From an optimization exercise on the open Yosys and OpenROAD flow, aimed at small area and a short achievable clock period; shortcuts taken in it are not production practice.
The RTL was checked by simulation tests, not by an equivalence proof against the original design.

## job 5930
Design CS, start of the top module:
module CS(clk, reset, X, Y);
	input clk, reset;
	input [7:0] X;
	output [9:0] Y;
	reg [7:0] X9;                    
	reg rq;                          
	reg [7:0] P0, P1, P2, P3, P4, P5, P6, P7, P8;
	reg [11:0] T;                    
	reg [3:0] cnt;                   
	always @(negedge clk) begin
		X9 <= X;
		rq <= reset;
	end
	wire [7:0] sub = (cnt[3] & cnt[0]) ? P0 : 8'd0;
	wire [11:0] Ta;
	wire tac;
	radd #(12) u_ta(T, {4'b0000, X9}, 1'b0, Ta, tac);
	wire [11:0] Tn;
	wire tnc;
	radd #(12) u_tn(Ta, {4'b1111, ~sub}, 1'b1, Tn, tnc);
	always @(posedge clk) begin
		P0 <= P1; P1 <= P2; P2 <= P3; P3 <= P4; P4 <= P5;
		P5 <= P6; P6 <= P7; P7 <= P8; P8 <= X9;
		if (rq) begin
			T <= 12'd0;
			cnt <= 4'd0;
		end else begin
			T <= Tn;
			if (cnt != 4'd9)
				cnt <= cnt + 4'd1;
		end
	end
	wire [5:0] s1 = T[11:6];
	wire [6:0] v;
	radd #(6) u_v(s1, T[5:0], 1'b0, v[5:0], v[6]);
	reg [3:0] q2;
	always @(*) begin
		if (v >= 7'd90) q2 = 4'd10;
		else if (v >= 7'd81) q2 = 4'd9;
		else if (v >= 7'd72) q2 = 4'd8;
		else if (v >= 7'd63) q2 = 4'd7;
		else if (v >= 7'd54) q2 = 4'd6;
		else if (v >= 7'd45) q2 = 4'd5;
		else if (v >= 7'd36) q2 = 4'd4;
		else if (v >= 7'd27) q2 = 4'd3;
		else if (v >= 7'd18) q2 = 4'd2;
		else if (v >= 7'd9) q2 = 4'd1;
		else q2 = 4'd0;
	end
	wire [6:0] dq;                   
	wire dqc;
	radd #(6) u_dq({2'b00, q2}, ~s1, 1'b1, dq[5:0], dqc);
	assign dq[6] = ~dqc;
	wire [7:0] avg;
	wire ac;
	assign avg[2:0] = dq[2:0];
	radd #(5) u_avg(s1[4:0], {dq[6], dq[6:3]}, 1'b0, avg[7:3], ac);
	wire [8:0] le;
	cmple u_c0(P0, avg, le[0]);
	cmple u_c1(P1, avg, le[1]);
	cmple u_c2(P2, avg, le[2]);
	cmple u_c3(P3, avg, le[3]);
	cmple u_c4(P4, avg, le[4]);
	cmple u_c5(P5, avg, le[5]);
	cmple u_c6(P6, avg, le[6]);
	cmple u_c7(P7, avg, le[7]);
	cmple u_c8(P8, avg, le[8]);
  ...
Size: ~550 cells after synthesis, roughly 97 flip-flops, about 20 I/O pins, about 4900 sq um of cells after synthesis.
==> flow/config.mk <==
export PLATFORM = sky130hd
export DESIGN_NAME = CS
export DESIGN_NICKNAME = CS
export VERILOG_FILES = /design/flow/design.v
export SDC_FILE = /design/flow/constraint.sdc
export NUM_CORES = 4
export LEC_CHECK = 0
export CAP_MARGIN = 20
export CORE_MARGIN = 2
export CORE_UTILIZATION = 40
export SLEW_MARGIN = 20
==> flow/constraint.sdc <==
create_clock -name core_clock -period 70.0 [get_ports {clk}]
set_input_delay 14.0000 -clock core_clock [delete_from_list [all_inputs] [get_ports {clk}]]
set_output_delay 14.0000 -clock core_clock [all_outputs]
set_load 0.01 [all_outputs]
standard.sh (not shown) runs the stock make flow with config.mk's settings and CLKGATE_MAP_FILE= SYNTH_SCRIPT=/design/flow/synth_recipe.tcl, a recipe that flattens the netlist after the stock synthesis.
==> flow/flow/run.sh <==
#!/bin/bash
# Own flow: the standard layout (standard.sh) with these changes:
# - synthesis (flow/synth.tcl) maps the logic with an area-oriented ABC script
#   (flow/area.abc) and extracts only full adders; registers are mapped
#   exactly as in the standard synthesis;
# - ports are buffered with buf_1;
# - the clock tree uses clkbuf_4/clkbuf_8 and no dummy loads.
# make's output goes to flow_make.log, each step's own log to orfs/logs/.
set -euo pipefail
here=$(pwd)
export OWN_ABC_SCRIPT=$here/flow/area.abc
bash standard.sh SYNTH_SCRIPT=$here/flow/synth.tcl \
  BUFFER_PORTS_ARGS="-buffer_cell sky130_fd_sc_hd__buf_1" \
  CTS_ARGS="-sink_clustering_enable -repair_clock_nets -dont_use_dummy_load -buf_list {sky130_fd_sc_hd__clkbuf_16}" \
   finish > $here/flow_make.log 2>&1
==> flow/flow/area.abc <==
strash
ifraig
resub -K 8 -N 2
refactor -z
rewrite -z
&get -n
&deepsyn -T 60
&put
dch -f
amap
topo
==> flow/flow/synth.tcl <==
# Standard synthesis (synth_recipe.tcl) with two changes: ABC maps with an
# area-oriented script (flow/area.abc) instead of ORFS's own, and only full
# adders (not half adders) are extracted into adder cells.
proc synth {args} { yosys synth -nofsm -noshare {*}$args }
proc abc {args} {
  set i [lsearch -exact $args -script]
  if {$i >= 0} { lset args [expr {$i + 1}] $::env(OWN_ABC_SCRIPT) }
  yosys abc {*}$args
}
proc extract_fa {args} {
  if {[lsearch -exact $args -fa] < 0 && [lsearch -exact $args -ha] < 0} { set args [concat -fa $args] }
  yosys extract_fa {*}$args
}
source $::env(SCRIPTS_DIR)/synth.tcl
# left out here: clear keep_hierarchy, flatten, clean up, hide names made inside functions, write 1_2_yosys.v
Job 5930 finished all stages; the layout is clean.
--- input diff job 5930..job 4471 ---
==> flow/flow/run.sh <==
#!/bin/bash
# Own flow: the standard layout (standard.sh) with these changes:
# - synthesis maps the logic with an area-oriented ABC script (flow/area.abc)
#   and does not extract full/half adder cells; registers are mapped exactly
#   as in the standard synthesis (flow/synth.tcl);
# - ports are buffered with buf_1 and the clock tree uses clkbuf_4/clkbuf_8.
set -euo pipefail
here=$(pwd)
export OWN_ABC_SCRIPT=$here/flow/area.abc
bash standard.sh SYNTH_SCRIPT=$here/flow/synth.tcl ADDER_MAP_FILE= BUFFER_PORTS_ARGS="-buffer_cell sky130_fd_sc_hd__buf_1" CTS_BUF_LIST="sky130_fd_sc_hd__clkbuf_4 sky130_fd_sc_hd__clkbuf_8"  finish > $here/flow_make.log 2>&1
==> flow/flow/area.abc <==
strash
ifraig
resub -K 8 -N 2
refactor -z
rewrite -z
dch -f
amap
topo
==> flow/flow/synth.tcl <==
# Standard synthesis (synth_recipe.tcl) with one change: ABC maps with an
# area-oriented script (flow/area.abc) instead of ORFS's own.
proc synth {args} { yosys synth -nofsm -noshare {*}$args }
proc abc {args} {
  set i [lsearch -exact $args -script]
  if {$i >= 0} { lset args [expr {$i + 1}] $::env(OWN_ABC_SCRIPT) }
  yosys abc {*}$args
}
source $::env(SCRIPTS_DIR)/synth.tcl
# left out here: clear keep_hierarchy, flatten, clean up, hide names made inside functions, write 1_2_yosys.v
Notes after the runs:
Job 4471 vs. job 5930: post-place instance area went up by about 2%. Against job 5930, job 4471 comes in 27% higher on instance count of the mapped netlist. Comparing job 5930 and job 4471, largest net degree at the start of global routing is lower on job 5930. Comparing job 5930 and job 4471, the higher global-route track usage on met1 was measured on job 5930. Job 4471 has area of the die above what job 5930 had. Measured against job 4471, the detailed-route wire length of job 5930 comes out at 0.941 times the reference value.
Changes in job 5324 relative to job 4471:
==> flow/flow/run.sh <==
#!/bin/bash
# Own flow: the standard layout (standard.sh) with these changes:
# - synthesis (flow/synth.tcl) maps the logic with an area-oriented ABC script
#   (flow/area.abc) and extracts only full adders; registers are mapped
#   exactly as in the standard synthesis;
# - ports are buffered with buf_1;
# - the clock tree uses clkbuf_4/clkbuf_8 and no dummy loads.
# make's output goes to flow_make.log, each step's own log to orfs/logs/.
set -euo pipefail
here=$(pwd)
export OWN_ABC_SCRIPT=$here/flow/area.abc
bash standard.sh SYNTH_SCRIPT=$here/flow/synth.tcl \
  BUFFER_PORTS_ARGS="-buffer_cell sky130_fd_sc_hd__buf_1" \
  CTS_ARGS="-sink_clustering_enable -repair_clock_nets -dont_use_dummy_load -buf_list {sky130_fd_sc_hd__clkbuf_4 sky130_fd_sc_hd__clkbuf_8}" \
   finish > $here/flow_make.log 2>&1
-- flow/flow/area.abc --
<<< job 4471, line 5
rewrite -z
dch -f
>>> job 5324, line 5
rewrite -z
&get -n
&deepsyn -T 60
&put
dch -f
==> flow/flow/synth.tcl <==
# Standard synthesis (synth_recipe.tcl) with two changes: ABC maps with an
# area-oriented script (flow/area.abc) instead of ORFS's own, and only full
# adders (not half adders) are extracted into adder cells.
proc synth {args} { yosys synth -nofsm -noshare {*}$args }
proc abc {args} {
  set i [lsearch -exact $args -script]
  if {$i >= 0} { lset args [expr {$i + 1}] $::env(OWN_ABC_SCRIPT) }
  yosys abc {*}$args
}
proc extract_fa {args} {
  if {[lsearch -exact $args -fa] < 0 && [lsearch -exact $args -ha] < 0} { set args [concat -fa $args] }
  yosys extract_fa {*}$args
}
source $::env(SCRIPTS_DIR)/synth.tcl
# left out here: clear keep_hierarchy, flatten, clean up, hide names made inside functions, write 1_2_yosys.v
[summary]
Job 5324: done, clean on timing, DRC and antenna. Looking at non-clock inverter total of the final layout, job 5324 sits 4 higher than job 4471 does. Going from job 4471 to job 5324, setup slack down 0.013 ns, number of multi-input logic gates down about 30%. Between job 4471 and job 5324, reg2reg setup slack decreased. Post-route standard cell area excluding fillers shrinks by a few percent when moving from job 4471 to job 5324. Job 5324 ended up with X9[4]$_DFF_N_ as its termination of the worst setup path; job 4471 ended up with X9[1]$_DFF_N_. Job 4471 → job 5324: share of post-route cells with drive strength above 1 decreased by 0.91 points relative to the old numbers; non-clock buffer count decreased by about 12% relative to the old numbers; post-cts sizing count closely matched the old numbers; sequential share of layout area increased by 1.4 points relative to the old numbers.
--- input diff job 5324..job 8393 ---
-- flow/flow/run.sh --
<<< job 5324, line 13
  BUFFER_PORTS_ARGS="-buffer_cell sky130_fd_sc_hd__buf_1" \
  CTS_ARGS="-sink_clustering_enable -repair_clock_nets -dont_use_dummy_load -buf_list {sky130_fd_sc_hd__clkbuf_4 sky130_fd_sc_hd__clkbuf_8}" \
   finish > $here/flow_make.log 2>&1
>>> job 8393, line 13
  BUFFER_PORTS_ARGS="-buffer_cell sky130_fd_sc_hd__buf_1" \
  CTS_ARGS="-sink_clustering_enable -repair_clock_nets -dont_use_dummy_load -sink_clustering_size 30 -sink_clustering_max_diameter 80 -buf_list {sky130_fd_sc_hd__clkbuf_4 sky130_fd_sc_hd__clkbuf_8}" \
   finish > $here/flow_make.log 2>&1
==> results.txt <==
Summary of job 8393 over job 5324: first-pass iteration count of the detailed router did not really move; number of signal-net buffers in the layout did not really move; worst path setup slack after routing did not really move; highest fanout seen on the critical path did not really move.
The following lists how job 3065 was set up differently from job 8393:
==> flow/flow/run.sh <==
#!/bin/bash
# Own flow: the standard layout (standard.sh) with these changes:
# - synthesis maps the logic with an area-oriented ABC script (flow/area.abc)
#   and does not extract full/half adder cells; registers are mapped exactly
#   as in the standard synthesis (flow/synth.tcl);
# - ports are buffered with buf_1 and the clock tree uses clkbuf_4/clkbuf_8.
set -euo pipefail
here=$(pwd)
export OWN_ABC_SCRIPT=$here/flow/area.abc
bash standard.sh SYNTH_SCRIPT=$here/flow/synth.tcl ADDER_MAP_FILE= BUFFER_PORTS_ARGS="-buffer_cell sky130_fd_sc_hd__buf_1" CTS_BUF_LIST="sky130_fd_sc_hd__clkbuf_4 sky130_fd_sc_hd__clkbuf_8"  finish > $here/flow_make.log 2>&1
==> flow/flow/synth.tcl <==
# Standard synthesis (synth_recipe.tcl) with one change: ABC maps with an
# area-oriented script (flow/area.abc) instead of ORFS's own.
proc synth {args} { yosys synth -nofsm -noshare {*}$args }
proc abc {args} {
  set i [lsearch -exact $args -script]
  if {$i >= 0} { lset args [expr {$i + 1}] $::env(OWN_ABC_SCRIPT) }
  yosys abc {*}$args
}
source $::env(SCRIPTS_DIR)/synth.tcl
# left out here: clear keep_hierarchy, flatten, clean up, hide names made inside functions, write 1_2_yosys.v
==> results.txt <==
Looking only at gate count of the mapped netlist, and setting everything else aside, the lower value of job 8393 and job 3065 goes to job 8393. Between job 8393 and job 3065, the flow reports total via count after detailed routing increasing by more than 10%. Side by side, count of cell types in the netlist turned out lower in job 3065 than in job 8393. The final reports for job 3065 and job 8393 show register area share after synthesis lower in the former. Worst path required time delta for job 3065 relative to job 8393: 0.02 ns higher. Pin slew with the least headroom to its limit, job 8393 and job 3065: lower on job 8393. Diff job 8393 -> job 3065: clock buffer count in the final layout picked up an extra 1, effective utilization at floorplan now larger, cell area after layout has increased, hold slack fell by 0.0063 ns.
